What follows belongs to an exercise in optimizing a design on an open flow for small area and a short achievable clock period; a production flow would make more cautious choices. Function was checked by simulation only, so behaviour that the tests miss may differ from the original. Power and IR drop assume default switching activity.

==> flow/design.v, too long to show whole: its modules and the start of the top module <==
// module DSP: 1357 lines
module DSP (A,B,D,C,CLK,CARRYIN,OPMODE,BCIN,RSTA,RSTB,RSTM,
RSTP,RSTC,RSTD,RSTCARRYIN,RSTOPMODE,CEA,CEB,CEM,CEP,CEC,CED,
CECARRYIN,CEOPMODE,PCIN,BCOUT,PCOUT,P,M,CARRYOUT,CARRYOUTF);
  // ...
==> flow/flow/run.sh <==
#!/bin/bash
# The standard layout (standard.sh: standard synthesis, then ORFS to
# finish), with one change: the port buffers are plain buffers (buf_2 from
# buffer_ports, then buf_1 on the inputs) instead of the delay cell
# buffer_ports picks by default.  Each tool's output is in orfs/logs.
set -euo pipefail
HERE=$(pwd)
cat >> config.mk <<EOC
export BUFFER_PORTS_ARGS = -buffer_cell sky130_fd_sc_hd__buf_2
export PRE_RESIZE_TCL = $HERE/flow/ports.tcl
EOC
bash standard.sh > standard.log 2>&1
==> flow/flow/ports.tcl <==
# Before repair_design: the input ports' buffers become buf_1.
set n 0
foreach bterm [[ord::get_db_block] getBTerms] {
  if {[$bterm getIoType] ne "INPUT"} { continue }
  set net [$bterm getNet]
  if {$net eq "NULL" || [$net getSigType] eq "CLOCK"} { continue }
  foreach iterm [$net getITerms] {
    set inst [$iterm getInst]
    if {[[$inst getMaster] getName] eq "sky130_fd_sc_hd__buf_2"} {
      replace_cell [get_cells [$inst getName]] sky130_fd_sc_hd__buf_1
      incr n
    }
  }
}
puts "flow/ports.tcl: $n input buffers set to buf_1"
==> flow/standard.sh <==
#!/bin/bash
# synth_recipe.tcl (not shown) runs the flow's synth.tcl, then flattens the netlist and writes it again
# the make line also repeats each setting of config.mk as NAME=value (left out here)
make -C /OpenROAD-flow-scripts/flow DESIGN_CONFIG=/design/flow/config.mk WORK_HOME=/design/flow/orfs CLKGATE_MAP_FILE= SYNTH_SCRIPT=/design/flow/synth_recipe.tcl "${@:-finish}"
==> flow/config.mk <==
export PLATFORM = sky130hd
export DESIGN_NAME = DSP
export DESIGN_NICKNAME = DSP
export VERILOG_FILES = /design/flow/design.v
export SDC_FILE = /design/flow/constraint.sdc
export NUM_CORES = 4
export LEC_CHECK = 0
export ABC_AREA = 1
export CAP_MARGIN = 20
export CORE_MARGIN = 2
export CORE_UTILIZATION = 40
export SETUP_SLACK_MARGIN = 3.0
export SLEW_MARGIN = 20
export BUFFER_PORTS_ARGS = -buffer_cell sky130_fd_sc_hd__buf_2
export PRE_RESIZE_TCL = /design/flow/flow/ports.tcl
==> flow/constraint.sdc <==
create_clock -name core_clock -period 7.0 [get_ports {CLK}]
set_input_delay 1.4000 -clock core_clock [delete_from_list [all_inputs] [get_ports {CLK}]]
set_output_delay 1.4000 -clock core_clock [all_outputs]
set_load 0.01 [all_outputs]
==> parameters.txt, run 1 <==
Parameter                              Value

Logic synthesis
  Synth warn ... 1
  Mux contribution to synthesized area ... 0
  Share of synthesized flip-flops with an asynchronous set or reset ... 0
  Number of instances in the synthesized netlist ... 3404
  Post-synthesis area per instance ... 7.05 um2
  #FFs+latches synth ... 265

Global routing
  Antenna violations before repair ... 2
  Routing usage on met1 ... 0.324
  Met3 layer usage reported by global route ... 0.0445
  Layer carrying the most global-route usage ... met2
  First-pass GRT wire length ... 125000 um
  Total congestion overflow ... 0

STA
  Highest achievable clock rate ... 0.252 GHz
  Max-Slew Margin vs Limit ... 0.344
  Final critical delay including setup and external delays ... 3960 ps
  Post-layout worst setup margin ... 3040 ps

Placement
  Place WS ... 2160 ps
  HPWL after detailed placement ... 59800 um

Clocking
  Count of H-tree levels built during CTS ... 2
  Clock-pin slew reported for the worst setup and hold paths after clock tree synthesis ... 60 ps

Job
  Maximum capacitance violations ... 0

Finish
  Clock-cell share of area ... 0.0414
  Syn-to-layout area delta ... 17.8%
  Number of non-clock inverters in the layout ... 510
  Most frequent cells in the layout ... 773 x sky130_fd_sc_hd__nand2_1, 430 x sky130_fd_sc_hd__inv_1, 250 x sky130_fd_sc_hd__a21oi_1
  Biggest registers after layout ... cr: 48 flops, pr: 48 flops, ms: 36 flops

Power and ir drop
  Switching share of total power ... 0.432
  Maximum ir drop on the vdd rail ... 0.206 mV
  Combinational share of power ... 0.502

Setup path
  Number of cells traversed by the worst register-to-register path ... 21
  Number of buffer and inverter instances along the worst setup path ... 2

Outcome
  Status ... timing/DRC/antenna clean
==> run 2: changes to the inputs <==
--- a/flow/config.mk
+++ b/flow/config.mk
@@ -9,6 +9,8 @@
 export CAP_MARGIN = 20
 export CORE_MARGIN = 2
 export CORE_UTILIZATION = 40
+export CTS_CLUSTER_DIAMETER = 100
+export CTS_CLUSTER_SIZE = 22
 export SETUP_SLACK_MARGIN = 3.0
 export SLEW_MARGIN = 20
 export BUFFER_PORTS_ARGS = -buffer_cell sky130_fd_sc_hd__buf_2
==> run 2 against run 1 <==
Net effect:
- hold slack better by 5.4 ps
- synthesized area stayed put
- utilization is 0.65 points lower
- largest cell class unchanged
==> parameters.txt, run 2 <==
Parameter                              Value

Clocking
  Number of sinks on the clock net ... 265 (unchanged)
  Root buffer cell ... sky130_fd_sc_hd__clkbuf_16 (unchanged)
  Clock tree from TritonCTS ... done (unchanged)
  Clock Tree Buf Depth ... 3 (unchanged)
  Count of H-tree levels built during CTS ... 1 (was 2)
  Clock latency reported for the late side of the worst-skew pair ... 560 ps (was 580 ps)
  Clock-pin slew reported for the worst setup and hold paths after clock tree synthesis ... 100 ps (was 60 ps)
  Number of clock buffers inserted by TritonCTS ... 19 (was 36)

Setup path
  CP dominant cell by count ... sky130_fd_sc_hd__nand2_2
  WP data arrival ... 4390 ps (was 2560 ps)
  Category of the worst setup path capture point ... flop (was primary output)
  Startpoint-to-endpoint class of the critical path ... primary input to flop (was flop to primary output)
  Biggest cell delay along the critical path ... 500 ps (was 370 ps)
  Required time worst endpoint ... 7400 ps (was 5600 ps)
  Cell family with most CP delay ... simple AND/OR/NAND/NOR gates (was compound AO/OA/AOI/OAI gates)
  Highest fanout seen on the critical path ... 7 (was 9)
  Nature of the critical path startpoint ... primary input (was flop)
  Chain of cells forming the critical path ... buf_8, xor2_1, ha_1, nand2_2, nor3_4, and2_4, nand2_2, nand2_2, inv_2, fa_2, o21ai_2, nor2_2, a211oi_4, or2_4, nand2_8, nor4_1 (was a21oi_2, o21ai_2, nand2_1, nand3_4, a21oi_4, nand2_4, ha_4, nor2_4, xor2_2, buf_4, buf_6)
  Number of buffer and inverter instances along the worst setup path ... 2 (unchanged)
  Standard cell with the maximum stage delay on the critical path ... sky130_fd_sc_hd__nor4_1 (was sky130_fd_sc_hd__dfxtp_1)

Floorplanning
  Area of the die ... 0.0620 mm2 (unchanged)
  Die width ... 249 um (unchanged)
  Core region area ... 0.0591 mm2 (unchanged)
  Standard-cell row count ... 89 (unchanged)
  Starting Density ... 0.406 (unchanged)
  Count of boundary I/O pins ... 346 (unchanged)
  Height of the die ... 249 um (unchanged)

Logic synthesis
  Cell variety after synth ... 48 (unchanged)
  Register area share after synthesis ... 0.221 (unchanged)
  Leading post-synthesis cells by cell area ... sky130_fd_sc_hd__dfxtp_1 22%, sky130_fd_sc_hd__nand2_1 12%, sky130_fd_sc_hd__fa_1 12% (unchanged)
  EDFF count, synth ... 0 (unchanged)
  Net count after synthesis ... 3871 (unchanged)
  Post-synthesis area per instance ... 7.05 um2 (unchanged)
  #FFs+latches synth ... 265 (unchanged)
  Synth warn ... 1 (unchanged)
  Most common flop cell mapped by yosys ... sky130_fd_sc_hd__dfxtp_1 (unchanged)
  Leading post-synthesis cells by instance count ... 794 x sky130_fd_sc_hd__nand2_1, 457 x sky130_fd_sc_hd__inv_1, 270 x sky130_fd_sc_hd__a21oi_1, 265 x sky130_fd_sc_hd__dfxtp_1, 232 x sky130_fd_sc_hd__xor2_1 (unchanged)
  Top cell type by total area after synthesis ... sky130_fd_sc_hd__dfxtp_1 (unchanged)
  Post-Syn Area ... 0.0240 mm2 (unchanged)
  Share of synthesized flip-flops with an asynchronous set or reset ... 0 (unchanged)
  Most repeated cell in the gate-level netlist after synthesis ... sky130_fd_sc_hd__nand2_1 (unchanged)
  Number of instances in the synthesized netlist ... 3404 (unchanged)
  Area share of the largest cell type after synthesis ... 0.221 (unchanged)

Finish
  Register area ... 0.00534 mm2 (was 0.00533 mm2)
  Ratio of cells with drive above 1 in the final layout ... 0.151 (was 0.154)
  Total of fill cells in the finished design ... 6092 (was 6047)
  Final net count ... 4096 (was 4102)
  Footprint of the multi-input gates ... 0.0164 mm2 (about the same)
  Most frequent cells in the layout ... 770 x sky130_fd_sc_hd__nand2_1, 434 x sky130_fd_sc_hd__inv_1, 250 x sky130_fd_sc_hd__a21oi_1 (was 773 x sky130_fd_sc_hd__nand2_1, 430 x sky130_fd_sc_hd__inv_1, 250 x sky130_fd_sc_hd__a21oi_1)
  Biggest registers after layout ... cr: 48 flops, pr: 48 flops, ms: 36 flops (unchanged)
  Syn-to-layout area delta ... 16.2% (was 17.8%)
  Commonest non-fill, non-tap cell in the layout ... sky130_fd_sc_hd__nand2_1 (unchanged)

STA
  Period utilization ... 0.570 (was 0.566)
  Finish-stage setup viols ... 0 (unchanged)
  Setup skew after layout ... 24.7 ps (was 38.4 ps)
  Pins over their slew limit ... 0 (unchanged)
  Setup repair after global routing missed its margin ... true (unchanged)
  Highest achievable clock rate ... 0.251 GHz (was 0.252 GHz)
  Final critical delay including setup and external delays ... 3990 ps (was 3960 ps)
  Max-Slew Margin vs Limit ... 0.336 (was 0.344)
  Slew @ Worst Pin ... 996 ps (was 985 ps)
  Accumulated negative setup slack ... 0 ps (unchanged)
  Hold Violations, Final ... 0 (unchanged)

Min path
  HP Class ... flop to flop (unchanged)

Placement
  Count of buffers inserted at the top-level ports ... 326 (unchanged)
  HPWL after detailed placement ... 59800 um (unchanged)
  RD Place Congestion ... 0.894 (unchanged)

Power and ir drop
  Reported net switching power ... 3.19 mW (was 3.30 mW)
  Power density of the placed cells ... 252 mW/mm2 (was 271 mW/mm2)
  Combinational share of power ... 0.548 (was 0.502)
  Switching share of total power ... 0.455 (was 0.432)
  Sequential Power Share ... 0.274 (was 0.252)
  Total Power Consumption ... 7.03 mW (was 7.65 mW)
  Maximum ir drop on the vdd rail ... 0.171 mV (was 0.206 mV)
  Clock power share ... 0.178 (was 0.246)
  Lkg Pwr ... 13.3 nW (was 13.5 nW)
  Internal Power ... 3.83 mW (was 4.35 mW)

Job
  Maximum capacitance violations ... 0 (unchanged)

Detailed routing
  Total detailed-routing wirelength ... 81000 um (was 81300 um)
  Detailed-route via count ... 23400 (was 23300)
  Number of routed nets with antenna violations ... 0 (unchanged)
  First-pass iteration count of the detailed router ... 5 (unchanged)
  Average wire per standard cell ... 18.4 um (was 18.3 um)
  Remaining design rule violation count ... 0 (unchanged)
  Vias/cell ... 5.29 (was 5.25)
  Initial DRC Count ... 1347 (was 1304)

Global routing
  Antenna violations before repair ... 2 (unchanged)
  All-Layer GR Usage ... 0.251 (was 0.254)
  Total congestion overflow ... 0 (unchanged)
  First-pass GRT wire length ... 124000 um (was 125000 um)
  Maximum number of pins on one net before global-route repair ... 98 (unchanged)
  Via count of the first global-routing pass ... 22000 (was 22200)

Outcome
  Status ... timing/DRC/antenna clean (unchanged)
## run 2: cell counts after synthesis
Identical to the previous run, type by type.
## run 2: timing repair
| item | in CTS | in global routing |
|---|---|---|
| gates resized for setup | 87 | 230 |
| setup endpoints to repair | 77 | 82 |
| gates cloned | 2 | 7 |
| pin swaps | 9 | 58 |
| buffers inserted | 12 | 66 |
| hold buffers | 0 | 0 |
## run 2: cell families after synthesis
kind of cell / count (synthesis) / synth area share
fa+ha+maj: 273 / 0.186
xor+xnor: 254 / 0.0927
compound gates: 670 / 0.164
simple gates: 1199 / 0.208
buf+inv: 743 / 0.128
flops: 265 / 0.221
## run 2: cell type report
type,instances,share of cell area
multi-input cells,2398,0.589
flip-flops and latches,265,0.191
repair buffers,434,0.0855
inverters,505,0.0731
well taps,773,0.0347
clock buffers,21,0.0180
clock inverters,10,0.00507
repair inverters,6,0.00305
diodes,1,0.0000897
## run 2: path summary, 6_finish.rpt
path	startpoint	slack [ps]	depth (start not counted)	to
setup / recovery	B[11]	3010	16	r89[0]$_DFF_P_
hold / removal	cr[0]$_SDFFE_PP0P_	470	2	cr[0]$_SDFFE_PP0P_
setup reg to reg	ar[0]$_DFF_P_	3090	12	ms[14]$_SDFFE_PP0P_
hold reg to reg	cr[0]$_SDFFE_PP0P_	470	2	cr[0]$_SDFFE_PP0P_
## run 2: worst register-to-register path: stages (launching register included)
cell and delay, ps:
sky130_fd_sc_hd__dfxtp_2 540, sky130_fd_sc_hd__clkinv_4 240, sky130_fd_sc_hd__o22ai_1 230, sky130_fd_sc_hd__xor2_1 120, sky130_fd_sc_hd__fa_1 530, sky130_fd_sc_hd__inv_1 60
sky130_fd_sc_hd__fa_1 460, sky130_fd_sc_hd__fa_1 520, sky130_fd_sc_hd__fa_1 550, sky130_fd_sc_hd__inv_1 40, sky130_fd_sc_hd__ha_1 280, sky130_fd_sc_hd__nor2_1 110
sky130_fd_sc_hd__a211oi_1 60
## run 2: layer usage
layer  GRT usage  vias to the layer above  wire length [um]
met3      0.0364                      110              4870
met2       0.436                      698             39000
met5           0                        -                 0
met4      0.0590                        0              2060
met1       0.328                    11100             35100
li1            -                    11400                 -
## run 2: power by group through the flow
stage / clock (mW) / sequential [mW] / combinational [mW]
after global routing: 1.33 / 1.95 / 4.40
after global placement: 0 / 1.93 / 3.52
after detailed placement: 0 / 1.93 / 3.54
final: 1.25 / 1.93 / 3.85
after CTS: 1.28 / 1.91 / 3.63
after floorplan: 0 / 1.88 / 2.49
## run 2: per-stage QoR
| stage | util | instance area, um2 | cells | setup WS [ps] | hold slack, ps |
|---|---|---|---|---|---|
| after floorplan | - | 24000 | 3404 | 2950 | 433 |
| after global placement | 0.434 | 25700 | 4292 | 2200 | 452 |
| after detailed placement | 0.431 | 25500 | 4294 | 2160 | 456 |
| after CTS | 0.448 | 26500 | 4339 | 2930 | 468 |
| after global routing | 0.472 | 27900 | 4412 | 2880 | 484 |
| final | 0.472 | 27900 | 4413 | 3010 | 466 |
==> run 3: changes to the inputs <==
--- a/flow/config.mk
+++ b/flow/config.mk
@@ -11,7 +11,7 @@
 export CORE_UTILIZATION = 40
 export CTS_CLUSTER_DIAMETER = 100
 export CTS_CLUSTER_SIZE = 22
-export SETUP_SLACK_MARGIN = 3.0
+export SETUP_SLACK_MARGIN = 2.8
 export SLEW_MARGIN = 20
 export BUFFER_PORTS_ARGS = -buffer_cell sky130_fd_sc_hd__buf_2
 export PRE_RESIZE_TCL = /design/flow/flow/ports.tcl
==> run 3 against run 2 <==
Net effect:
- clock power down 4%
- still clean on timing, DRC and antenna
- final cell count is 1.3% lower
- critical endpoint is now M[33]
- utilization is 1.9 points lower
==> parameters.txt, run 3 <==
Parameter                              Value

Outcome
  Status ... timing/DRC/antenna clean (unchanged)

Finish
  Commonest non-fill, non-tap cell in the layout ... sky130_fd_sc_hd__nand2_1 (unchanged)
  Util after Layout ... 0.453 (was 0.472)
  Syn-to-layout area delta ... 11.5% (was 16.2%)
  Most frequent cells in the layout ... 787 x sky130_fd_sc_hd__nand2_1, 448 x sky130_fd_sc_hd__inv_1, 257 x sky130_fd_sc_hd__a21oi_1 (was 770 x sky130_fd_sc_hd__nand2_1, 434 x sky130_fd_sc_hd__inv_1, 250 x sky130_fd_sc_hd__a21oi_1)
  Final net count ... 4039 (was 4096)
  Final instance count without filler cells ... 4357 (was 4413)
  Ratio of cells with drive above 1 in the final layout ... 0.108 (was 0.151)
  Biggest registers after layout ... cr: 48 flops, pr: 48 flops, ms: 36 flops (unchanged)
  Final instance area ... 0.0268 mm2 (was 0.0279 mm2)

Power and ir drop
  Switching share of total power ... 0.461 (was 0.455)
  Reported net switching power ... 3.15 mW (was 3.19 mW)
  Combinational share of power ... 0.544 (was 0.548)
  Power density of the placed cells ... 255 mW/mm2 (was 252 mW/mm2)
  Total Power Consumption ... 6.84 mW (was 7.03 mW)
  Sequential Power Share ... 0.280 (was 0.274)
  Clock power share ... 0.176 (was 0.178)
  Lkg Pwr ... 12.9 nW (was 13.3 nW)
  Internal Power ... 3.69 mW (was 3.83 mW)
  Maximum ir drop on the vdd rail ... 0.154 mV (was 0.171 mV)

Global routing
  Total congestion overflow ... 0 (unchanged)
  Maximum number of pins on one net before global-route repair ... 98 (unchanged)
  All-Layer GR Usage ... 0.249 (was 0.251)
  Antenna violations before repair ... 1 (was 2)
  First-pass GRT wire length ... 123000 um (was 124000 um)
  Via count of the first global-routing pass ... 21600 (was 22000)

STA
  Hold Violations, Final ... 0 (unchanged)
  Highest achievable clock rate ... 0.244 GHz (was 0.251 GHz)
  Post-layout worst setup margin ... 2910 ps (was 3010 ps)
  Finish-stage setup viols ... 0 (unchanged)
  Slew @ Worst Pin ... 983 ps (was 996 ps)
  Hold_ws ... 467 ps (was 466 ps)
  Accumulated negative setup slack ... 0 ps (unchanged)
  Max-Slew Margin vs Limit ... 0.345 (was 0.336)
  Pins over their slew limit ... 0 (unchanged)
  Period utilization ... 0.585 (was 0.570)
  Final critical delay including setup and external delays ... 4090 ps (was 3990 ps)
  Setup skew after layout ... 19.3 ps (was 24.7 ps)
  Setup repair after global routing missed its margin ... true (unchanged)

Detailed routing
  Average wire per standard cell ... 18.3 um (was 18.4 um)
  Vias/cell ... 5.25 (was 5.29)
  Detailed-route via count ... 22900 (was 23400)
  Number of routed nets with antenna violations ... 0 (unchanged)
  Initial DRC Count ... 1606 (was 1347)
  First-pass iteration count of the detailed router ... 5 (unchanged)
  Total detailed-routing wirelength ... 79900 um (was 81000 um)
  Remaining design rule violation count ... 0 (unchanged)

Setup path
  Worst setup slack for register-to-register paths ... 2920 ps (was 3090 ps)
  Nature of the critical path startpoint ... flop (was primary input)
  Required time worst endpoint ... 5600 ps (was 7400 ps)
  End point of the critical path ... M[33] (was r89[0]$_DFF_P_)
  Worst setup path start ... ms[9]$_SDFFE_PP0P_ (was B[11])
  Category of the worst setup path capture point ... primary output (was flop)
  Number of cells traversed by the worst register-to-register path ... 11 (was 12)
  RR Endpoint ... ms[23]$_SDFFE_PP0P_ (was ms[14]$_SDFFE_PP0P_)
  Source of the worst register-to-register timing path ... enc_two[3]$_SDFFE_PP0P_ (was ar[0]$_DFF_P_)
  WP data arrival ... 2690 ps (was 4390 ps)
  Startpoint-to-endpoint class of the critical path ... flop to primary output (was primary input to flop)
  Highest fanout seen on the critical path ... 7 (unchanged)

Logic synthesis
  Synth warn ... 1 (unchanged)
  Most repeated cell in the gate-level netlist after synthesis ... sky130_fd_sc_hd__nand2_1 (unchanged)
  Post-synthesis area per instance ... 7.05 um2 (unchanged)
  Share of synthesized flip-flops with an asynchronous set or reset ... 0 (unchanged)
  Number of instances in the synthesized netlist ... 3404 (unchanged)
  Register area share after synthesis ... 0.221 (unchanged)
  Top cell type by total area after synthesis ... sky130_fd_sc_hd__dfxtp_1 (unchanged)
  #FFs+latches synth ... 265 (unchanged)
  Post-Syn Area ... 0.0240 mm2 (unchanged)
  Leading post-synthesis cells by instance count ... 794 x sky130_fd_sc_hd__nand2_1, 457 x sky130_fd_sc_hd__inv_1, 270 x sky130_fd_sc_hd__a21oi_1, 265 x sky130_fd_sc_hd__dfxtp_1, 232 x sky130_fd_sc_hd__xor2_1 (unchanged)
  EDFF count, synth ... 0 (unchanged)
  Area share of the largest cell type after synthesis ... 0.221 (unchanged)
  Most common flop cell mapped by yosys ... sky130_fd_sc_hd__dfxtp_1 (unchanged)
  Leading post-synthesis cells by cell area ... sky130_fd_sc_hd__dfxtp_1 22%, sky130_fd_sc_hd__nand2_1 12%, sky130_fd_sc_hd__fa_1 12% (unchanged)
  Cell variety after synth ... 48 (unchanged)
  Net count after synthesis ... 3871 (unchanged)

Floorplanning
  Standard-cell row count ... 89 (unchanged)
  Area of the die ... 0.0620 mm2 (unchanged)
  Die width ... 249 um (unchanged)
  Height of the die ... 249 um (unchanged)
  Starting Density ... 0.406 (unchanged)
  Count of boundary I/O pins ... 346 (unchanged)
  Core region area ... 0.0591 mm2 (unchanged)

Clocking
  Clock-pin slew reported for the worst setup and hold paths after clock tree synthesis ... 90 ps (was 100 ps)
  Total of hold buffers inserted after clock tree synthesis ... 0 (unchanged)
  Root buffer cell ... sky130_fd_sc_hd__clkbuf_16 (unchanged)
  Number of sinks on the clock net ... 265 (unchanged)
  Clock Tree Buf Depth ... 3 (unchanged)
  Count of H-tree levels built during CTS ... 1 (unchanged)
  Number of clock buffers inserted by TritonCTS ... 19 (unchanged)
  Clock latency reported for the late side of the worst-skew pair ... 560 ps (about the same)
  Clock tree from TritonCTS ... done (unchanged)

Placement
  Number of cells in the design after placement ... 4293 (was 4294)
  RD Place Congestion ... 0.904 (was 0.894)
  Place WS ... 2130 ps (was 2160 ps)
  HPWL after detailed placement ... 60200 um (was 59800 um)
  Placement Cell Area ... 0.0255 mm2 (about the same)
  Count of buffers inserted at the top-level ports ... 326 (unchanged)

Min path
  HP Class ... flop to flop (unchanged)

Job
  Maximum capacitance violations ... 0 (unchanged)
==> run 3: layer usage <==
metal	up-vias	routed length, um	global-route usage
met4	0	1740	0.0592
met1	10800	34800	0.323
li1	11300	-	-
met3	97	4690	0.0351
met5	-	0	0
met2	682	38700	0.435
==> run 3: what timing repair did <==
action | CTS | global route
setup buffers | 4 | 21
endpoints found under the setup margin | 61 | 58
gates cloned | 3 | 3
pin swaps | 2 | 15
gates resized for setup | 58 | 86
endpoints found under the hold margin | 0 | 0
==> run 3: area by class of cell <==
type | count | area [um2]
Tap cell | 773 | 967
Antenna cell | 1 | 2.50
Inverter | 505 | 1990
Timing Repair Buffer | 379 | 1860
Timing Repair inverter | 5 | 36.3
Sequential cell | 265 | 5320
Multi-Input combinational cell | 2397 | 16000
Clock inverter | 11 | 118
Clock buffer | 21 | 493
Fill cell | 6131 | 32400
==> run 3: worst min path at each step <==
stage	start	end	slack, ps	cells past startpoint
3_3_place_gp	cr[24]$_SDFFE_PP0P_	cr[24]$_SDFFE_PP0P_	450	2
5_1_grt	cr[4]$_SDFFE_PP0P_	cr[4]$_SDFFE_PP0P_	480	2
4_1_cts	mc[28]$_SDFFE_PP0P_	mc[28]$_SDFFE_PP0P_	470	2
3_5_place_dp	mc[28]$_SDFFE_PP0P_	mc[28]$_SDFFE_PP0P_	450	2
2_1_floorplan	mc[8]$_SDFFE_PP0P_	mc[8]$_SDFFE_PP0P_	430	2
6_report	cr[25]$_SDFFE_PP0P_	cr[25]$_SDFFE_PP0P_	470	2
==> run 3: kinds of logic (layout without fill, tap and decap cells) <==
kind of cell,after synthesis,after routing,share of synthesized area
other cells,0,1,0
xor+xnor,254,254,0.0927
simple gates,1199,1200,0.208
flops,265,265,0.221
fa+ha+maj,273,273,0.186
buf+inv,743,921,0.128
compound gates,670,670,0.164
==> run 3: power groups by stage <==
stage	clock [mW]	combinational (mW)	sequential, mW
2_1_floorplan	0	2.48	1.88
3_3_place_gp	0	3.62	1.93
3_5_place_dp	0	3.63	1.93
4_1_cts	1.23	3.67	1.90
5_1_grt	1.29	4.23	1.94
6_report	1.20	3.72	1.91
==> run 3: critical path, stage by stage (launching register included) <==
cell and delay, ps:
sky130_fd_sc_hd__dfxtp_2 360, sky130_fd_sc_hd__a21o_1 200, sky130_fd_sc_hd__nand3_1 80, sky130_fd_sc_hd__nand2_2 100, sky130_fd_sc_hd__a21oi_4 300, sky130_fd_sc_hd__nand2_8 130
sky130_fd_sc_hd__nand2_1 80, sky130_fd_sc_hd__nand2_1 110, sky130_fd_sc_hd__ha_1 210, sky130_fd_sc_hd__nor2_1 120, sky130_fd_sc_hd__xor2_1 250, sky130_fd_sc_hd__buf_4 190
==> run 4: changes to the inputs <==
--- a/flow/config.mk
+++ b/flow/config.mk
@@ -11,7 +11,7 @@
 export CORE_UTILIZATION = 40
 export CTS_CLUSTER_DIAMETER = 100
 export CTS_CLUSTER_SIZE = 22
-export SETUP_SLACK_MARGIN = 2.8
+export SETUP_SLACK_MARGIN = 2.6
 export SLEW_MARGIN = 20
 export BUFFER_PORTS_ARGS = -buffer_cell sky130_fd_sc_hd__buf_2
 export PRE_RESIZE_TCL = /design/flow/flow/ports.tcl
==> run 4 against run 3 <==
Net effect:
- still clean on timing, DRC and antenna
- flip-flop and latch count unchanged
- total power down 0.96%
- design area down 1.1%
- hold slack better by 1.1 ps
- global-route usage down 0.052 points
- non-clock buffer count down 13
- final cell count down 0.34%
- die area unchanged
- critical endpoint is now ms[23]$_SDFFE_PP0P_
- highest routed layer unchanged
==> parameters.txt, run 4 <==
Parameter                              Value

Outcome
  Status ... timing/DRC/antenna clean (unchanged)

STA
  Highest achievable clock rate ... 0.233 GHz (was 0.244 GHz)
  Hold_ws ... 468 ps (was 467 ps)
  Max-Slew Margin vs Limit ... 0.352 (was 0.345)
  Accumulated negative setup slack ... 0 ps (unchanged)
  Setup skew after layout ... 18.1 ps (was 19.3 ps)
  Post-layout worst setup margin ... 2710 ps (was 2910 ps)
  Finish-stage setup viols ... 0 (unchanged)
  Slew @ Worst Pin ... 972 ps (was 983 ps)
  Pins over their slew limit ... 0 (unchanged)
  Setup repair after global routing missed its margin ... false (was true)
  Hold Violations, Final ... 0 (unchanged)
  Period utilization ... 0.614 (was 0.585)
  Final critical delay including setup and external delays ... 4290 ps (was 4090 ps)

Finish
  Syn-to-layout area delta ... 10.3% (was 11.5%)
  Commonest non-fill, non-tap cell in the layout ... sky130_fd_sc_hd__nand2_1 (unchanged)
  Biggest registers after layout ... cr: 48 flops, pr: 48 flops, ms: 36 flops (unchanged)
  Final net count ... 4024 (was 4039)
  Final instance area ... 0.0265 mm2 (was 0.0268 mm2)
  Most frequent cells in the layout ... 792 x sky130_fd_sc_hd__nand2_1, 451 x sky130_fd_sc_hd__inv_1, 263 x sky130_fd_sc_hd__a21oi_1 (was 787 x sky130_fd_sc_hd__nand2_1, 448 x sky130_fd_sc_hd__inv_1, 257 x sky130_fd_sc_hd__a21oi_1)
  Ratio of cells with drive above 1 in the final layout ... 0.0939 (was 0.108)

Logic synthesis
  Top cell type by total area after synthesis ... sky130_fd_sc_hd__dfxtp_1 (unchanged)
  EDFF count, synth ... 0 (unchanged)
  Most common flop cell mapped by yosys ... sky130_fd_sc_hd__dfxtp_1 (unchanged)
  #FFs+latches synth ... 265 (unchanged)
  Number of instances in the synthesized netlist ... 3404 (unchanged)
  Net count after synthesis ... 3871 (unchanged)
  Post-Syn Area ... 0.0240 mm2 (unchanged)
  Leading post-synthesis cells by cell area ... sky130_fd_sc_hd__dfxtp_1 22%, sky130_fd_sc_hd__nand2_1 12%, sky130_fd_sc_hd__fa_1 12% (unchanged)
  Leading post-synthesis cells by instance count ... 794 x sky130_fd_sc_hd__nand2_1, 457 x sky130_fd_sc_hd__inv_1, 270 x sky130_fd_sc_hd__a21oi_1, 265 x sky130_fd_sc_hd__dfxtp_1, 232 x sky130_fd_sc_hd__xor2_1 (unchanged)
  Post-synthesis area per instance ... 7.05 um2 (unchanged)
  Area share of the largest cell type after synthesis ... 0.221 (unchanged)
  Most repeated cell in the gate-level netlist after synthesis ... sky130_fd_sc_hd__nand2_1 (unchanged)
  Cell variety after synth ... 48 (unchanged)
  Share of synthesized flip-flops with an asynchronous set or reset ... 0 (unchanged)
  Synth warn ... 1 (unchanged)
  Register area share after synthesis ... 0.221 (unchanged)

Placement
  Count of buffers inserted at the top-level ports ... 326 (unchanged)
  Placement Cell Area ... 0.0255 mm2 (unchanged)
  HPWL after detailed placement ... 60200 um (unchanged)
  RD Place Congestion ... 0.904 (unchanged)
  Place WS ... 2130 ps (unchanged)

Min path
  WHS Path Cells ... 2 (unchanged)
  HP Class ... flop to flop (unchanged)

Clocking
  Clock tree from TritonCTS ... done (unchanged)
  Number of clock buffers inserted by TritonCTS ... 19 (unchanged)
  Total of hold buffers inserted after clock tree synthesis ... 0 (unchanged)
  Count of H-tree levels built during CTS ... 1 (unchanged)
  Clock-pin slew reported for the worst setup and hold paths after clock tree synthesis ... 90 ps (about the same)
  Root buffer cell ... sky130_fd_sc_hd__clkbuf_16 (unchanged)
  Clock Tree Buf Depth ... 3 (unchanged)
  Number of sinks on the clock net ... 265 (unchanged)
  Clock latency reported for the late side of the worst-skew pair ... 560 ps (about the same)

Job
  Maximum capacitance violations ... 0 (unchanged)

Global routing
  Antenna violations before repair ... 1 (unchanged)
  Maximum number of pins on one net before global-route repair ... 98 (unchanged)
  First-pass GRT wire length ... 123000 um (about the same)
  Total congestion overflow ... 0 (unchanged)
  All-Layer GR Usage ... 0.248 (was 0.249)
  Via count of the first global-routing pass ... 21500 (was 21600)

Detailed routing
  Total detailed-routing wirelength ... 78900 um (was 79900 um)
  Average wire per standard cell ... 18.2 um (was 18.3 um)
  Initial DRC Count ... 1565 (was 1606)
  Vias/cell ... 5.23 (was 5.25)
  First-pass iteration count of the detailed router ... 5 (unchanged)
  Remaining design rule violation count ... 0 (unchanged)
  Detailed-route via count ... 22700 (was 22900)
  Number of routed nets with antenna violations ... 0 (unchanged)

Setup path
  Category of the worst setup path capture point ... flop (was primary output)
  Highest fanout seen on the critical path ... 17 (was 7)
  Number of buffer and inverter instances along the worst setup path ... 2 (was 1)
  Worst setup slack for register-to-register paths ... 2710 ps (was 2920 ps)
  Startpoint-to-endpoint class of the critical path ... flop to flop (was flop to primary output)
  Cell family with most CP delay ... adder cells (was simple AND/OR/NAND/NOR gates)
  CP dominant cell by count ... sky130_fd_sc_hd__fa_1 (was sky130_fd_sc_hd__nand2_1)
  Number of cells traversed by the worst register-to-register path ... 11 (unchanged)
  Standard cell with the maximum stage delay on the critical path ... sky130_fd_sc_hd__fa_1 (was sky130_fd_sc_hd__dfxtp_2)
  WP data arrival ... 4690 ps (was 2690 ps)
  CP Depth ... 11 (unchanged)
  Nature of the critical path startpoint ... flop (unchanged)
  Required time worst endpoint ... 7400 ps (was 5600 ps)
  Biggest cell delay along the critical path ... 610 ps (was 360 ps)
  Chain of cells forming the critical path ... clkinv_1, o22ai_1, xor2_1, fa_1, fa_1, fa_1, fa_1, inv_1, ha_1, nor2_1, a211oi_1 (was a21o_1, nand3_1, nand2_2, a21oi_4, nand2_8, nand2_1, nand2_1, ha_1, nor2_1, xor2_1, buf_4)

Floorplanning
  Die width ... 249 um (unchanged)
  Height of the die ... 249 um (unchanged)
  Area of the die ... 0.0620 mm2 (unchanged)
  Core region area ... 0.0591 mm2 (unchanged)
  Starting Density ... 0.406 (unchanged)
  Standard-cell row count ... 89 (unchanged)
  Count of boundary I/O pins ... 346 (unchanged)

Power and ir drop
  Maximum ir drop on the vdd rail ... 0.151 mV (was 0.154 mV)
  Lkg Pwr ... 12.7 nW (was 12.9 nW)
  Total Power Consumption ... 6.77 mW (was 6.84 mW)
  Power density of the placed cells ... 256 mW/mm2 (was 255 mW/mm2)
## run 4: tightest hold or removal path, stage by stage (launching register included)
cell and delay [ps]:
sky130_fd_sc_hd__dfxtp_1 320, sky130_fd_sc_hd__nand2_1 60, sky130_fd_sc_hd__a21oi_1 50
## run 4: worst paths after layout
path | endpoint | startpoint
setup / recovery | ms[23]$_SDFFE_PP0P_ | enc_one[6]$_SDFFE_PP0P_
hold / removal | cr[18]$_SDFFE_PP0P_ | cr[18]$_SDFFE_PP0P_
setup reg to reg | ms[23]$_SDFFE_PP0P_ | enc_one[6]$_SDFFE_PP0P_
hold reg to reg | cr[18]$_SDFFE_PP0P_ | cr[18]$_SDFFE_PP0P_
## run 4: report_power, final
group	switching, mW	internal (mW)
sequential	0.199	1.71
clock	0.663	0.539
combinational	2.25	1.41
total	3.11	3.66
## run 4: timing repair
item	CTS	global route
pin swaps	0	7
hold endpoints to repair	0	0
buffers inserted	2	10
gates cloned	2	2
endpoints found under the setup margin	45	53
resized for setup	15	65
## run 4: kinds of logic (layout without fill, tap and decap cells)
logic type / after synthesis / in the layout / share of synthesized area
flops: 265 / 265 / 0.221
xor+xnor: 254 / 254 / 0.0927
simple gates: 1199 / 1199 / 0.208
compound gates: 670 / 670 / 0.164
fa+ha+maj: 273 / 273 / 0.186
other cells: 0 / 1 / 0
buf+inv: 743 / 907 / 0.128
## run 4: through the flow
step / util / cells
global placement: 0.433 / 4291
finish: 0.448 / 4342
CTS: 0.442 / 4329
global route: 0.448 / 4341
floorplan: - / 3404
detailed placement: 0.430 / 4293
## run 4: final cells by class
class,instances,area [um2]
repair inverters,4,22.5
well taps,773,967
diodes,1,2.50
clock buffers,21,493
inverters,505,2020
fillers,6155,32700
flip-flops and latches,265,5310
multi-input cells,2396,15800
repair buffers,366,1760
clock inverters,11,118
## run 4: per-layer routing
layer  vias to the layer above  routed length, um  share of wire  GRT usage
li1                      11300                  -              -          -
met1                     10700              34500           0.44      0.323
met2                       614              38200           0.48      0.434
met3                        92               4370          0.055     0.0352
met4                         0               1860          0.024     0.0577
met5                         -                  0              0          0
==> run 5: changes to the inputs <==
--- a/flow/config.mk
+++ b/flow/config.mk
@@ -11,7 +11,7 @@
 export CORE_UTILIZATION = 40
 export CTS_CLUSTER_DIAMETER = 100
 export CTS_CLUSTER_SIZE = 22
-export SETUP_SLACK_MARGIN = 2.6
+export SETUP_SLACK_MARGIN = 2.9
 export SLEW_MARGIN = 20
 export BUFFER_PORTS_ARGS = -buffer_cell sky130_fd_sc_hd__buf_2
 export PRE_RESIZE_TCL = /design/flow/flow/ports.tcl
==> run 5 against run 4 <==
Net effect:
- die area did not move
- utilization rose by 1.5 points
- sequential share of layout area fell by 0.58 points
- synthesized cell count did not move
- combinational power rose by 5.7%
- clock power barely moved
- fmax rose by 7.8%
- via count rose by 2.2%
- count of clock-buffer cells in the layout rose by 1
- final cell count rose by 1.1%
==> parameters.txt, run 5 <==
Parameter                              Value

Logic synthesis
  Top cell type by total area after synthesis ... sky130_fd_sc_hd__dfxtp_1 (unchanged)
  Share of synthesized flip-flops with an asynchronous set or reset ... 0 (unchanged)
  Leading post-synthesis cells by instance count ... 794 x sky130_fd_sc_hd__nand2_1, 457 x sky130_fd_sc_hd__inv_1, 270 x sky130_fd_sc_hd__a21oi_1, 265 x sky130_fd_sc_hd__dfxtp_1, 232 x sky130_fd_sc_hd__xor2_1 (unchanged)
  Post-synthesis area per instance ... 7.05 um2 (unchanged)
  Number of instances in the synthesized netlist ... 3404 (unchanged)
  EDFF count, synth ... 0 (unchanged)
  Synth warn ... 1 (unchanged)
  Most common flop cell mapped by yosys ... sky130_fd_sc_hd__dfxtp_1 (unchanged)
  Area share of the largest cell type after synthesis ... 0.221 (unchanged)
  Register area share after synthesis ... 0.221 (unchanged)
  Leading post-synthesis cells by cell area ... sky130_fd_sc_hd__dfxtp_1 22%, sky130_fd_sc_hd__nand2_1 12%, sky130_fd_sc_hd__fa_1 12% (unchanged)
  Cell variety after synth ... 48 (unchanged)
  Most repeated cell in the gate-level netlist after synthesis ... sky130_fd_sc_hd__nand2_1 (unchanged)
  #FFs+latches synth ... 265 (unchanged)
  Post-Syn Area ... 0.0240 mm2 (unchanged)
  Net count after synthesis ... 3871 (unchanged)

Global routing
  Antenna violations before repair ... 2 (was 1)
  Via count of the first global-routing pass ... 22000 (was 21500)
  First-pass GRT wire length ... 124000 um (was 123000 um)
  Total congestion overflow ... 0 (unchanged)
  All-Layer GR Usage ... 0.252 (was 0.248)
  Maximum number of pins on one net before global-route repair ... 98 (unchanged)

STA
  Pins over their slew limit ... 0 (unchanged)
  Post-layout worst setup margin ... 3010 ps (was 2710 ps)
  Max-Slew Margin vs Limit ... 0.333 (was 0.352)
  Finish-stage setup viols ... 0 (unchanged)
  Highest achievable clock rate ... 0.251 GHz (was 0.233 GHz)
  Slew @ Worst Pin ... 1000 ps (was 972 ps)
  Hold_ws ... 463 ps (was 468 ps)
  Accumulated negative setup slack ... 0 ps (unchanged)
  Hold Violations, Final ... 0 (unchanged)
  Period utilization ... 0.569 (was 0.614)
  Final critical delay including setup and external delays ... 3990 ps (was 4290 ps)
  Setup repair after global routing missed its margin ... true (was false)
  Setup skew after layout ... 33.0 ps (was 18.1 ps)

Setup path
  Standard cell with the maximum stage delay on the critical path ... sky130_fd_sc_hd__dfxtp_4 (was sky130_fd_sc_hd__fa_1)
  Source of the worst register-to-register timing path ... ms[9]$_SDFFE_PP0P_ (was enc_one[6]$_SDFFE_PP0P_)
  Chain of cells forming the critical path ... a21o_1, inv_1, nor2_1, nor2_2, nand2_4, nand2_8, nand2_8, nand2_2, nand2_2, ha_2, nor2_2, xor2_1, buf_4, buf_4 (was clkinv_1, o22ai_1, xor2_1, fa_1, fa_1, fa_1, fa_1, inv_1, ha_1, nor2_1, a211oi_1)
  Worst setup path start ... ms[5]$_SDFFE_PP0P_ (was enc_one[6]$_SDFFE_PP0P_)
  Startpoint-to-endpoint class of the critical path ... flop to primary output (was flop to flop)
  Number of buffer and inverter instances along the worst setup path ... 3 (was 2)
  WP data arrival ... 2590 ps (was 4690 ps)
  Highest fanout seen on the critical path ... 6 (was 17)
  Required time worst endpoint ... 5600 ps (was 7400 ps)
  Cell family with most CP delay ... simple AND/OR/NAND/NOR gates (was adder cells)
  Nature of the critical path startpoint ... flop (unchanged)
  Category of the worst setup path capture point ... primary output (was flop)
  Biggest cell delay along the critical path ... 360 ps (was 610 ps)

Finish
  Final net count ... 4073 (was 4024)
  Most frequent cells in the layout ... 779 x sky130_fd_sc_hd__nand2_1, 444 x sky130_fd_sc_hd__inv_1, 254 x sky130_fd_sc_hd__a21oi_1 (was 792 x sky130_fd_sc_hd__nand2_1, 451 x sky130_fd_sc_hd__inv_1, 263 x sky130_fd_sc_hd__a21oi_1)
  Commonest non-fill, non-tap cell in the layout ... sky130_fd_sc_hd__nand2_1 (unchanged)
  Util after Layout ... 0.463 (was 0.448)
  Final instance count without filler cells ... 4389 (was 4342)
  Total of fill cells in the finished design ... 6137 (was 6155)
  Biggest registers after layout ... cr: 48 flops, pr: 48 flops, ms: 36 flops (unchanged)
  Syn-to-layout area delta ... 14.0% (was 10.3%)
  Number of inserted diodes ... 0 (was 1)
  Ratio of cells with drive above 1 in the final layout ... 0.128 (was 0.0939)
  Final instance area ... 0.0274 mm2 (was 0.0265 mm2)

Outcome
  Status ... timing/DRC/antenna clean (unchanged)

Detailed routing
  Remaining design rule violation count ... 0 (unchanged)
  Vias/cell ... 5.29 (was 5.23)
  First-pass iteration count of the detailed router ... 5 (unchanged)
  Number of routed nets with antenna violations ... 0 (unchanged)
  Detailed-route via count ... 23200 (was 22700)
  Initial DRC Count ... 1688 (was 1565)
  Average wire per standard cell ... 18.5 um (was 18.2 um)
  Total detailed-routing wirelength ... 81100 um (was 78900 um)

Power and ir drop
  Lkg Pwr ... 13.1 nW (was 12.7 nW)
  Switching share of total power ... 0.459 (was 0.460)
  Clock power share ... 0.172 (was 0.178)
  Total Power Consumption ... 6.99 mW (was 6.77 mW)
  Internal Power ... 3.79 mW (was 3.66 mW)
  Combinational share of power ... 0.553 (was 0.540)
  Sequential Power Share ... 0.275 (was 0.282)
  Power density of the placed cells ... 256 mW/mm2 (about the same)
  Reported net switching power ... 3.21 mW (was 3.11 mW)
  Maximum ir drop on the vdd rail ... 0.183 mV (was 0.151 mV)

Min path
  HP Class ... flop to flop (unchanged)
  Worst hold path startpoint ... opm[5]$_SDFFE_PP0P_ (was cr[18]$_SDFFE_PP0P_)

Clocking
  Clock latency reported for the late side of the worst-skew pair ... 560 ps (about the same)
  Number of sinks on the clock net ... 265 (unchanged)
  Root buffer cell ... sky130_fd_sc_hd__clkbuf_16 (unchanged)
  Count of H-tree levels built during CTS ... 1 (unchanged)
  Clock Tree Buf Depth ... 3 (unchanged)
  Number of clock buffers inserted by TritonCTS ... 19 (unchanged)
  Clock-pin slew reported for the worst setup and hold paths after clock tree synthesis ... 90 ps (about the same)
  Clock tree from TritonCTS ... done (unchanged)

Placement
  Placement Cell Area ... 0.0255 mm2 (about the same)
  Count of buffers inserted at the top-level ports ... 326 (unchanged)
  RD Place Congestion ... 0.898 (was 0.904)
  Place WS ... 1770 ps (was 2130 ps)
  HPWL after detailed placement ... 60300 um (was 60200 um)
  Number of cells in the design after placement ... 4293 (unchanged)

Floorplanning
  Starting Density ... 0.406 (unchanged)
  Count of boundary I/O pins ... 346 (unchanged)
  Core region area ... 0.0591 mm2 (unchanged)
  Height of the die ... 249 um (unchanged)
  Standard-cell row count ... 89 (unchanged)
  Die width ... 249 um (unchanged)
  Area of the die ... 0.0620 mm2 (unchanged)

Job
  Maximum capacitance violations ... 0 (unchanged)
[run 5: cell counts after synthesis]
Identical to the previous run, type by type.
[run 5: repair_timing]
| action | 4_1_cts | 5_1_grt |
|---|---|---|
| pin swaps | 3 | 37 |
| setup buffers | 4 | 55 |
| endpoints found under the setup margin | 72 | 64 |
| gates resized for setup | 62 | 153 |
| hold buffers | 0 | 0 |
| gates cloned | 1 | 5 |
[run 5: power groups by stage]
stage	Combinational [mW]	Clock (mW)	Sequential (mW)
after floorplan	2.49	0	1.88
after global placement	3.61	0	1.93
after detailed placement	3.62	0	1.93
after CTS	3.67	1.23	1.91
after global routing	4.37	1.28	1.95
final	3.87	1.20	1.92
[run 5: cells by family (layout without fill, tap and decap cells)]
| family | Yosys count | after routing | synth area share |
|---|---|---|---|
| flip-flops | 265 | 265 | 0.221 |
| AO/OA/AOI/OAI | 670 | 670 | 0.164 |
| buffers and inverters | 743 | 953 | 0.128 |
| AND/OR/NAND/NOR | 1199 | 1201 | 0.208 |
| XOR/XNOR | 254 | 254 | 0.0927 |
| adder cells (fa/ha/maj) | 273 | 273 | 0.186 |
[run 5: worst register-to-register path, cell delays in order, from the launching register on]
cell	delay (ps)
sky130_fd_sc_hd__dfxtp_4	370
sky130_fd_sc_hd__a21o_1	170
sky130_fd_sc_hd__nand3_1	80
sky130_fd_sc_hd__nand2_2	100
sky130_fd_sc_hd__a21oi_4	270
sky130_fd_sc_hd__buf_12	150
sky130_fd_sc_hd__nand2_4	110
sky130_fd_sc_hd__ha_4	310
sky130_fd_sc_hd__nand2_1	80
sky130_fd_sc_hd__o211ai_1	130
sky130_fd_sc_hd__xor2_1	210
sky130_fd_sc_hd__ha_1	290
sky130_fd_sc_hd__a21o_1	190
sky130_fd_sc_hd__a21oi_2	130
sky130_fd_sc_hd__o21bai_2	90
sky130_fd_sc_hd__nand2_2	90
sky130_fd_sc_hd__nand2_4	90
sky130_fd_sc_hd__a21oi_4	160
sky130_fd_sc_hd__nand2_4	90
sky130_fd_sc_hd__fa_2	520
sky130_fd_sc_hd__o21ai_0	90
sky130_fd_sc_hd__a21oi_1	160
[run 5: per-layer routing]
metal  global-route usage  vias to the layer above  share of wire
met3               0.0327                      132          0.060
met5                    0                        -        0.00014
met4               0.0675                        2          0.030
met2                0.436                      735           0.48
li1                     -                    11400              -
met1                0.330                    11000           0.43
[run 5: final timing paths]
path	slack, ps	to	cells past startpoint
hold reg to reg	460	cyi$_SDFFE_PP0P_	2
setup / recovery	3010	M[33]	14
hold / removal	460	cyi$_SDFFE_PP0P_	2
setup reg to reg	3030	pr[31]$_SDFFE_PP0P_	21
[run 5: layout make-up]
class,instances,area (um2),share of cell area
Tap cell,773,967,0.0353
Clock buffer,22,497,0.0182
Multi-Input combinational cell,2398,16200,0.592
Sequential cell,265,5330,0.195
Timing Repair inverter,4,48.8,0.00178
Timing Repair Buffer,413,2190,0.0802
Inverter,505,2010,0.0735
Clock inverter,9,111,0.00407
==> run 6: changes to the inputs <==
--- a/flow/config.mk
+++ b/flow/config.mk
@@ -8,9 +8,10 @@
 export ABC_AREA = 1
 export CAP_MARGIN = 20
 export CORE_MARGIN = 2
-export CORE_UTILIZATION = 40
+export CORE_UTILIZATION = 55
 export CTS_CLUSTER_DIAMETER = 100
 export CTS_CLUSTER_SIZE = 22
+export PLACE_DENSITY = 0.7
 export SETUP_SLACK_MARGIN = 2.9
 export SLEW_MARGIN = 20
 export BUFFER_PORTS_ARGS = -buffer_cell sky130_fd_sc_hd__buf_2
==> run 6 against run 5 <==
Net effect:
- critical endpoint unchanged
- still clean on timing, DRC and antenna
- sequential share of layout area up 0.18 points
- clock power down 15%
- total power down 2.6%
- worst setup slack worse by 61 ps
==> parameters.txt, run 6 <==
Parameter                              Value

Clocking
  Count of H-tree levels built during CTS ... 1 (unchanged)
  Clock-pin slew reported for the worst setup and hold paths after clock tree synthesis ... 100 ps (was 90 ps)
  Root buffer cell ... sky130_fd_sc_hd__clkbuf_16 (unchanged)
  Clock Tree Buf Depth ... 3 (unchanged)
  Number of clock buffers inserted by TritonCTS ... 16 (was 19)
  Number of sinks on the clock net ... 265 (unchanged)
  Clock latency reported for the late side of the worst-skew pair ... 540 ps (was 560 ps)
  Total of hold buffers inserted after clock tree synthesis ... 0 (unchanged)
  Clock tree from TritonCTS ... done (unchanged)

Global routing
  All-Layer GR Usage ... 0.343 (was 0.252)
  Antenna violations before repair ... 1 (was 2)
  Maximum number of pins on one net before global-route repair ... 71 (was 98)
  First-pass GRT wire length ... 122000 um (was 124000 um)
  Via count of the first global-routing pass ... 22700 (was 22000)
  Total congestion overflow ... 0 (unchanged)

Finish
  Register area ... 0.00533 mm2 (about the same)
  Final net count ... 4066 (was 4073)
  Syn-to-layout area delta ... 13.0% (was 14.0%)
  Biggest registers after layout ... cr: 48 flops, pr: 48 flops, ms: 36 flops (unchanged)
  Footprint of the multi-input gates ... 0.0164 mm2 (was 0.0162 mm2)
  Most frequent cells in the layout ... 776 x sky130_fd_sc_hd__nand2_1, 435 x sky130_fd_sc_hd__inv_1, 246 x sky130_fd_sc_hd__a21oi_1 (was 779 x sky130_fd_sc_hd__nand2_1, 444 x sky130_fd_sc_hd__inv_1, 254 x sky130_fd_sc_hd__a21oi_1)
  Final instance count without filler cells ... 4187 (was 4389)
  Total of fill cells in the finished design ... 3977 (was 6137)
  Commonest non-fill, non-tap cell in the layout ... sky130_fd_sc_hd__nand2_1 (unchanged)
  Ratio of cells with drive above 1 in the final layout ... 0.136 (was 0.128)
  Final instance area ... 0.0271 mm2 (was 0.0274 mm2)

Logic synthesis
  Register area share after synthesis ... 0.221 (unchanged)
  Leading post-synthesis cells by cell area ... sky130_fd_sc_hd__dfxtp_1 22%, sky130_fd_sc_hd__nand2_1 12%, sky130_fd_sc_hd__fa_1 12% (unchanged)
  Number of instances in the synthesized netlist ... 3404 (unchanged)
  Net count after synthesis ... 3871 (unchanged)
  #FFs+latches synth ... 265 (unchanged)
  Cell variety after synth ... 48 (unchanged)
  Synth warn ... 1 (unchanged)
  Most common flop cell mapped by yosys ... sky130_fd_sc_hd__dfxtp_1 (unchanged)
  Leading post-synthesis cells by instance count ... 794 x sky130_fd_sc_hd__nand2_1, 457 x sky130_fd_sc_hd__inv_1, 270 x sky130_fd_sc_hd__a21oi_1, 265 x sky130_fd_sc_hd__dfxtp_1, 232 x sky130_fd_sc_hd__xor2_1 (unchanged)
  Post-synthesis area per instance ... 7.05 um2 (unchanged)
  Area share of the largest cell type after synthesis ... 0.221 (unchanged)
  Most repeated cell in the gate-level netlist after synthesis ... sky130_fd_sc_hd__nand2_1 (unchanged)
  Top cell type by total area after synthesis ... sky130_fd_sc_hd__dfxtp_1 (unchanged)
  Post-Syn Area ... 0.0240 mm2 (unchanged)
  Share of synthesized flip-flops with an asynchronous set or reset ... 0 (unchanged)
  EDFF count, synth ... 0 (unchanged)

STA
  Setup repair after global routing missed its margin ... true (unchanged)
  Finish-stage setup viols ... 0 (unchanged)
  Final critical delay including setup and external delays ... 4050 ps (was 3990 ps)
  Pins over their slew limit ... 0 (unchanged)
  Slew @ Worst Pin ... 919 ps (was 1000 ps)
  Period utilization ... 0.578 (was 0.569)
  Hold Violations, Final ... 0 (unchanged)
  Hold_ws ... 467 ps (was 463 ps)
  Max-Slew Margin vs Limit ... 0.387 (was 0.333)
  Accumulated negative setup slack ... 0 ps (unchanged)
  Setup skew after layout ... 22.6 ps (was 33.0 ps)
  Highest achievable clock rate ... 0.247 GHz (was 0.251 GHz)

Setup path
  Category of the worst setup path capture point ... primary output (unchanged)
  Startpoint-to-endpoint class of the critical path ... flop to primary output (unchanged)
  WP data arrival ... 2650 ps (was 2590 ps)
  Required time worst endpoint ... 5600 ps (about the same)
  Highest fanout seen on the critical path ... 7 (was 6)
  Nature of the critical path startpoint ... flop (unchanged)

Power and ir drop
  Maximum ir drop on the vdd rail ... 0.175 mV (was 0.183 mV)
  Power density of the placed cells ... 251 mW/mm2 (was 256 mW/mm2)
  Total Power Consumption ... 6.81 mW (was 6.99 mW)
  Lkg Pwr ... 13.1 nW (about the same)

Detailed routing
  Remaining design rule violation count ... 0 (unchanged)
  Number of routed nets with antenna violations ... 0 (unchanged)
  Initial DRC Count ... 2335 (was 1688)
  Total detailed-routing wirelength ... 80900 um (was 81100 um)
  Average wire per standard cell ... 19.3 um (was 18.5 um)
  Detailed-route via count ... 23900 (was 23200)
  Vias/cell ... 5.70 (was 5.29)
  First-pass iteration count of the detailed router ... 6 (was 5)

Placement
  Placement Cell Area ... 0.0252 mm2 (was 0.0255 mm2)
  Number of cells in the design after placement ... 4102 (was 4293)
  RD Place Congestion ... 0.921 (was 0.898)
  HPWL after detailed placement ... 58900 um (was 60300 um)
  Count of buffers inserted at the top-level ports ... 326 (unchanged)

Floorplanning
  Height of the die ... 213 um (was 249 um)
  Area of the die ... 0.0453 mm2 (was 0.0620 mm2)
  Die width ... 213 um (was 249 um)
  Standard-cell row count ... 76 (was 89)
  Count of boundary I/O pins ... 346 (unchanged)
  Core region area ... 0.0431 mm2 (was 0.0591 mm2)
  Starting Density ... 0.557 (was 0.406)

Min path
  HP Class ... flop to flop (unchanged)

Job
  Maximum capacitance violations ... 0 (unchanged)

Outcome
  Status ... timing/DRC/antenna clean (unchanged)
run 6: cell count changes in the layout (fill, tap and decap cells not counted), sizes merged:
| cell | change |
|---|---|
| nand3 | +1 |
| diode | +1 |
| nand2 | -1 |
| inv | -5 |
| buf | -6 |
| clkbuf | -3 |
| clkinv | -1 |
run 6: cell families (layout without fill, tap and decap cells):
family                     Yosys count  count (layout)  synth area share
and+or+nand+nor                   1199            1201             0.208
other                                0               1                 0
DFF                                265             265             0.221
adders and majority gates          273             273             0.186
xor gates and xnor gates           254             254            0.0927
buffers and inverters              743             938             0.128
AOI/OAI and AO/OA                  670             670             0.164
run 6: repair_timing:
action / in CTS / in global routing
gates cloned: 2 / 5
gates resized for setup: 80 / 187
pin swaps: 8 / 45
buffers inserted: 8 / 49
endpoints found under the setup margin: 69 / 67
run 6: metal layers:
metal  track usage  part of all wire
met5             0                 0
met4         0.142             0.040
met2         0.563              0.47
met3        0.0615             0.091
met1         0.445              0.40
run 6: metrics by stage:
stage / worst slack, ps / utilization
final: 2950 / 0.630
after global routing: 2790 / 0.630
after CTS: 2890 / 0.602
after detailed placement: 1980 / 0.585
after global placement: 2080 / 0.589
after floorplan: 2900 / -
run 6: final timing paths:
kind	startpoint	to	slack, ps	cells after the start
min reg2reg	cr[20]$_SDFFE_PP0P_	cr[20]$_SDFFE_PP0P_	470	2
max reg2reg	enc_one[4]$_SDFFE_PP0P_	ms[18]$_SDFFE_PP0P_	2970	11
min	cr[20]$_SDFFE_PP0P_	cr[20]$_SDFFE_PP0P_	470	2
max	ms[9]$_SDFFE_PP0P_	M[33]	2950	13
run 6: worst max-delay path, stage by stage (launching register included):
cell and delay, ps:
sky130_fd_sc_hd__dfxtp_2 350, sky130_fd_sc_hd__a21o_1 190, sky130_fd_sc_hd__nand3_1 90, sky130_fd_sc_hd__nand2_2 100
sky130_fd_sc_hd__a21oi_4 220, sky130_fd_sc_hd__nand2_8 110, sky130_fd_sc_hd__nand2_4 100, sky130_fd_sc_hd__nand2_8 70
sky130_fd_sc_hd__ha_4 170, sky130_fd_sc_hd__nor2_4 140, sky130_fd_sc_hd__xor2_4 240, sky130_fd_sc_hd__buf_6 130
sky130_fd_sc_hd__buf_4 100, sky130_fd_sc_hd__buf_6 90
run 6: final cells by class:
cell class	count	area share
multi-input combinational	2398	0.605
timing repair inverter	5	0.00171
clock inverter	2	0.00101
sequential	265	0.197
inverter	505	0.0736
timing repair buffer	408	0.0794
antenna	1	0.0000923
clock buffer	18	0.0158
tap	585	0.0270
run 6: power by group:
part           switching (mW)  internal, mW  leakage (nW)
clock                   0.569         0.446         0.224
sequential              0.210          1.72          2.20
combinational            2.35          1.52          10.7
total                    3.13          3.68          13.1
==> run 7: changes to the inputs <==
--- a/flow/config.mk
+++ b/flow/config.mk
@@ -8,10 +8,9 @@
 export ABC_AREA = 1
 export CAP_MARGIN = 20
 export CORE_MARGIN = 2
-export CORE_UTILIZATION = 55
-export CTS_CLUSTER_DIAMETER = 100
-export CTS_CLUSTER_SIZE = 22
-export PLACE_DENSITY = 0.7
+export CORE_UTILIZATION = 40
+export CTS_CLUSTER_DIAMETER = 130
+export CTS_CLUSTER_SIZE = 26
 export SETUP_SLACK_MARGIN = 2.9
 export SLEW_MARGIN = 20
 export BUFFER_PORTS_ARGS = -buffer_cell sky130_fd_sc_hd__buf_2
==> run 7 against run 6 <==
Net effect:
- final cell count is 4.6% higher
- critical path depth is 6 higher
- via count is 3.1% lower
- still clean
- die area is 37% higher
- sequential power hardly changed
- highest routed layer is now met5
==> parameters.txt, run 7 <==
Parameter                              Value

Outcome
  Status ... timing/DRC/antenna clean (unchanged)

Logic synthesis
  EDFF count, synth ... 0 (unchanged)
  Post-Syn Area ... 0.0240 mm2 (unchanged)
  Share of synthesized flip-flops with an asynchronous set or reset ... 0 (unchanged)
  Synth warn ... 1 (unchanged)
  Area share of the largest cell type after synthesis ... 0.221 (unchanged)
  Leading post-synthesis cells by cell area ... sky130_fd_sc_hd__dfxtp_1 22%, sky130_fd_sc_hd__nand2_1 12%, sky130_fd_sc_hd__fa_1 12% (unchanged)
  Post-synthesis area per instance ... 7.05 um2 (unchanged)
  Most common flop cell mapped by yosys ... sky130_fd_sc_hd__dfxtp_1 (unchanged)
  Register area share after synthesis ... 0.221 (unchanged)
  Cell variety after synth ... 48 (unchanged)
  Number of instances in the synthesized netlist ... 3404 (unchanged)
  Net count after synthesis ... 3871 (unchanged)
  #FFs+latches synth ... 265 (unchanged)
  Top cell type by total area after synthesis ... sky130_fd_sc_hd__dfxtp_1 (unchanged)
  Leading post-synthesis cells by instance count ... 794 x sky130_fd_sc_hd__nand2_1, 457 x sky130_fd_sc_hd__inv_1, 270 x sky130_fd_sc_hd__a21oi_1, 265 x sky130_fd_sc_hd__dfxtp_1, 232 x sky130_fd_sc_hd__xor2_1 (unchanged)
  Most repeated cell in the gate-level netlist after synthesis ... sky130_fd_sc_hd__nand2_1 (unchanged)

Setup path
  Chain of cells forming the critical path ... clkbuf_2, xor2_1, ha_1, nand2_2, nor3_4, and2_4, nand2_2, nand2_2, inv_2, fa_2, xnor2_2, nor2_1, o21ai_1, nand2_1, nor2_4, or2_4, nand2_8, buf_6, nor4_4 (was a21o_1, nand3_1, nand2_2, a21oi_4, nand2_8, nand2_4, nand2_8, ha_4, nor2_4, xor2_4, buf_6, buf_4, buf_6)
  CP dominant cell by count ... sky130_fd_sc_hd__nand2_2
  Cell family with most CP delay ... simple AND/OR/NAND/NOR gates (unchanged)
  Highest fanout seen on the critical path ... 8 (was 7)
  Standard cell with the maximum stage delay on the critical path ... sky130_fd_sc_hd__fa_2 (was sky130_fd_sc_hd__dfxtp_2)
  Biggest cell delay along the critical path ... 390 ps (was 350 ps)
  Category of the worst setup path capture point ... flop (was primary output)
  WP data arrival ... 4450 ps (was 2650 ps)
  Required time worst endpoint ... 7420 ps (was 5600 ps)
  Number of buffer and inverter instances along the worst setup path ... 3 (unchanged)
  Nature of the critical path startpoint ... primary input (was flop)
  Startpoint-to-endpoint class of the critical path ... primary input to flop (was flop to primary output)

Global routing
  First-pass GRT wire length ... 124000 um (was 122000 um)
  All-Layer GR Usage ... 0.251 (was 0.343)
  Via count of the first global-routing pass ... 21900 (was 22700)
  Antenna violations before repair ... 2 (was 1)
  Maximum number of pins on one net before global-route repair ... 98 (was 71)
  Total congestion overflow ... 0 (unchanged)

Detailed routing
  Remaining design rule violation count ... 0 (unchanged)
  Initial DRC Count ... 1550 (was 2335)
  First-pass iteration count of the detailed router ... 5 (was 6)
  Detailed-route via count ... 23100 (was 23900)
  Total detailed-routing wirelength ... 81200 um (was 80900 um)
  Number of routed nets with antenna violations ... 0 (unchanged)
  Vias/cell ... 5.28 (was 5.70)
  Average wire per standard cell ... 18.5 um (was 19.3 um)

Clocking
  Clock latency reported for the late side of the worst-skew pair ... 550 ps (was 540 ps)
  Total of hold buffers inserted after clock tree synthesis ... 0 (unchanged)
  Root buffer cell ... sky130_fd_sc_hd__clkbuf_16 (unchanged)
  Number of clock buffers inserted by TritonCTS ... 15 (was 16)
  Clock tree from TritonCTS ... done (unchanged)
  Count of H-tree levels built during CTS ... 1 (unchanged)
  Clock-pin slew reported for the worst setup and hold paths after clock tree synthesis ... 100 ps (about the same)
  Clock Tree Buf Depth ... 3 (unchanged)
  Number of sinks on the clock net ... 265 (unchanged)

Finish
  Most frequent cells in the layout ... 777 x sky130_fd_sc_hd__nand2_1, 440 x sky130_fd_sc_hd__inv_1, 252 x sky130_fd_sc_hd__a21oi_1 (was 776 x sky130_fd_sc_hd__nand2_1, 435 x sky130_fd_sc_hd__inv_1, 246 x sky130_fd_sc_hd__a21oi_1)
  Final net count ... 4070 (was 4066)
  Ratio of cells with drive above 1 in the final layout ... 0.132 (was 0.136)
  Util after Layout ... 0.462 (was 0.630)
  Biggest registers after layout ... cr: 48 flops, pr: 48 flops, ms: 36 flops (unchanged)
  Total of fill cells in the finished design ... 6114 (was 3977)
  Final instance count without filler cells ... 4381 (was 4187)
  Number of inserted diodes ... 0 (was 1)
  Syn-to-layout area delta ... 13.8% (was 13.0%)
  Commonest non-fill, non-tap cell in the layout ... sky130_fd_sc_hd__nand2_1 (unchanged)

Floorplanning
  Area of the die ... 0.0620 mm2 (was 0.0453 mm2)
  Count of boundary I/O pins ... 346 (unchanged)
  Height of the die ... 249 um (was 213 um)
  Standard-cell row count ... 89 (was 76)
  Die width ... 249 um (was 213 um)
  Core region area ... 0.0591 mm2 (was 0.0431 mm2)
  Starting Density ... 0.406 (was 0.557)

STA
  Finish-stage setup viols ... 0 (unchanged)
  Post-layout worst setup margin ... 2970 ps (was 2950 ps)
  Setup repair after global routing missed its margin ... true (unchanged)
  Hold Violations, Final ... 0 (unchanged)
  Final critical delay including setup and external delays ... 4030 ps (was 4050 ps)
  Max-Slew Margin vs Limit ... 0.330 (was 0.387)
  Period utilization ... 0.575 (was 0.578)
  Setup skew after layout ... 31.7 ps (was 22.6 ps)
  Highest achievable clock rate ... 0.248 GHz (was 0.247 GHz)
  Accumulated negative setup slack ... 0 ps (unchanged)
  Pins over their slew limit ... 0 (unchanged)
  Slew @ Worst Pin ... 1010 ps (was 919 ps)

Power and ir drop
  Power density of the placed cells ... 251 mW/mm2 (about the same)
  Maximum ir drop on the vdd rail ... 0.131 mV (was 0.175 mV)
  Lkg Pwr ... 13.1 nW (about the same)

Placement
  Place WS ... 1770 ps (was 1980 ps)
  Number of cells in the design after placement ... 4293 (was 4102)
  HPWL after detailed placement ... 60300 um (was 58900 um)
  Count of buffers inserted at the top-level ports ... 326 (unchanged)
  RD Place Congestion ... 0.898 (was 0.921)

Job
  Maximum capacitance violations ... 0 (unchanged)

Min path
  HP Class ... flop to flop (unchanged)
-- run 7: cell counts after synthesis --
No cell type changed its count.
-- run 7: area by class of cell --
class	count	area (um2)	area share
clock buffers	16	379	0.0139
clock inverters	6	91.3	0.00334
inverters	505	2010	0.0735
multi-input cells	2398	16300	0.596
flip-flops and latches	265	5330	0.195
well taps	773	967	0.0354
repair buffers	413	2200	0.0806
repair inverters	5	57.6	0.00211
-- run 7: logic make-up (layout without fill, tap and decap cells) --
logic type | count (synthesis) | after routing | synth area share
simple gates | 1199 | 1201 | 0.208
compound gates | 670 | 670 | 0.164
buf+inv | 743 | 945 | 0.128
flops | 265 | 265 | 0.221
xor+xnor | 254 | 254 | 0.0927
fa+ha+maj | 273 | 273 | 0.186
-- run 7: layer usage --
| metal | track usage | vias up | wire, um |
|---|---|---|---|
| met5 | 0 | - | 11 |
| met4 | 0.0675 | 2 | 2320 |
| met3 | 0.0318 | 118 | 4970 |
| met2 | 0.435 | 724 | 38700 |
| met1 | 0.329 | 10900 | 35200 |
| li1 | - | 11300 | - |
-- run 7: per-stage QoR --
step                      area, um2  power (mW)  hold WS [ps]
after floorplan               24000        4.36           433
after CTS                     26100        6.66           469
after global routing          27300        7.46           487
after global placement        25600        5.54           450
after detailed placement      25500        5.55           452
final                         27300        6.87           466
-- run 7: worst reg2reg max path, stage by stage, from the launching register on --
cell	delay, ps
sky130_fd_sc_hd__dfxtp_1	390
sky130_fd_sc_hd__clkinvlp_4	440
sky130_fd_sc_hd__xor2_1	340
sky130_fd_sc_hd__fa_1	550
sky130_fd_sc_hd__inv_1	50
sky130_fd_sc_hd__fa_1	410
sky130_fd_sc_hd__inv_1	80
sky130_fd_sc_hd__fa_1	450
sky130_fd_sc_hd__fa_1	610
sky130_fd_sc_hd__inv_1	70
sky130_fd_sc_hd__ha_1	330
sky130_fd_sc_hd__nand2_1	80
sky130_fd_sc_hd__a21oi_1	60
-- run 7: what timing repair did --
action,4_1_cts,5_1_grt
gates resized for setup,62,191
cloned,1,6
buffers inserted,6,53
pin swaps,2,55
setup endpoints to repair,72,62
-- run 7: final timing paths --
kind                                           from                   to  slack [ps]  depth (start not counted)
worst min register to register  opm[5]$_SDFFE_PP0P_     cyi$_SDFFE_PP0P_         470                          2
worst min-delay path            opm[5]$_SDFFE_PP0P_     cyi$_SDFFE_PP0P_         470                          2
worst max-delay path                          B[11]       r89[0]$_DFF_P_        2970                         19
worst max register to register   br[9]$_SDFFE_PP0P_  ms[22]$_SDFFE_PP0P_        3000                         12
-- run 7: where the power goes --
group / internal, mW / total [mW] / switching, mW
Sequential: 1.71 / 1.92 / 0.208
Combinational: 1.53 / 3.88 / 2.35
Clock: 0.450 / 1.06 / 0.612

[re-timing with driven ports]
The flow's constraints put no driver on any port. The routed layouts listed below were extracted and timed again, unchanged, in two steps.
Step 1: set_driving_cell puts a clkbuf_16 on CLK and a buf_2 on each other input, an assumption about the parent block.
Step 2, shift: input delay + t, output delay - t, t = (earliest + latest rising clock arrival at the registers) / 2. This alone moves slack from input paths to output paths.
Three values: no drivers, after step 1, after step 2; two values: the first two.
| run | t (ns) | setup slack, ns |
|---|---|---|
| run 1 | 0.620 | 3.035 / 2.975 / 2.458 |
| run 2 | 0.611 | 3.013 / 3.015 / 2.422 |
| run 3 | 0.607 | 2.905 / 2.845 / 2.489 |
| run 4 | 0.607 | 2.705 / 2.705 / 2.351 |
| run 5 | 0.607 | 3.015 / 2.954 / 2.491 |
| run 6 | 0.594 | 2.954 / 2.893 / 2.450 |
| run 7 | 0.593 | 2.974 / 2.969 / 2.410 |
After both steps setup and hold are still met in every run listed.
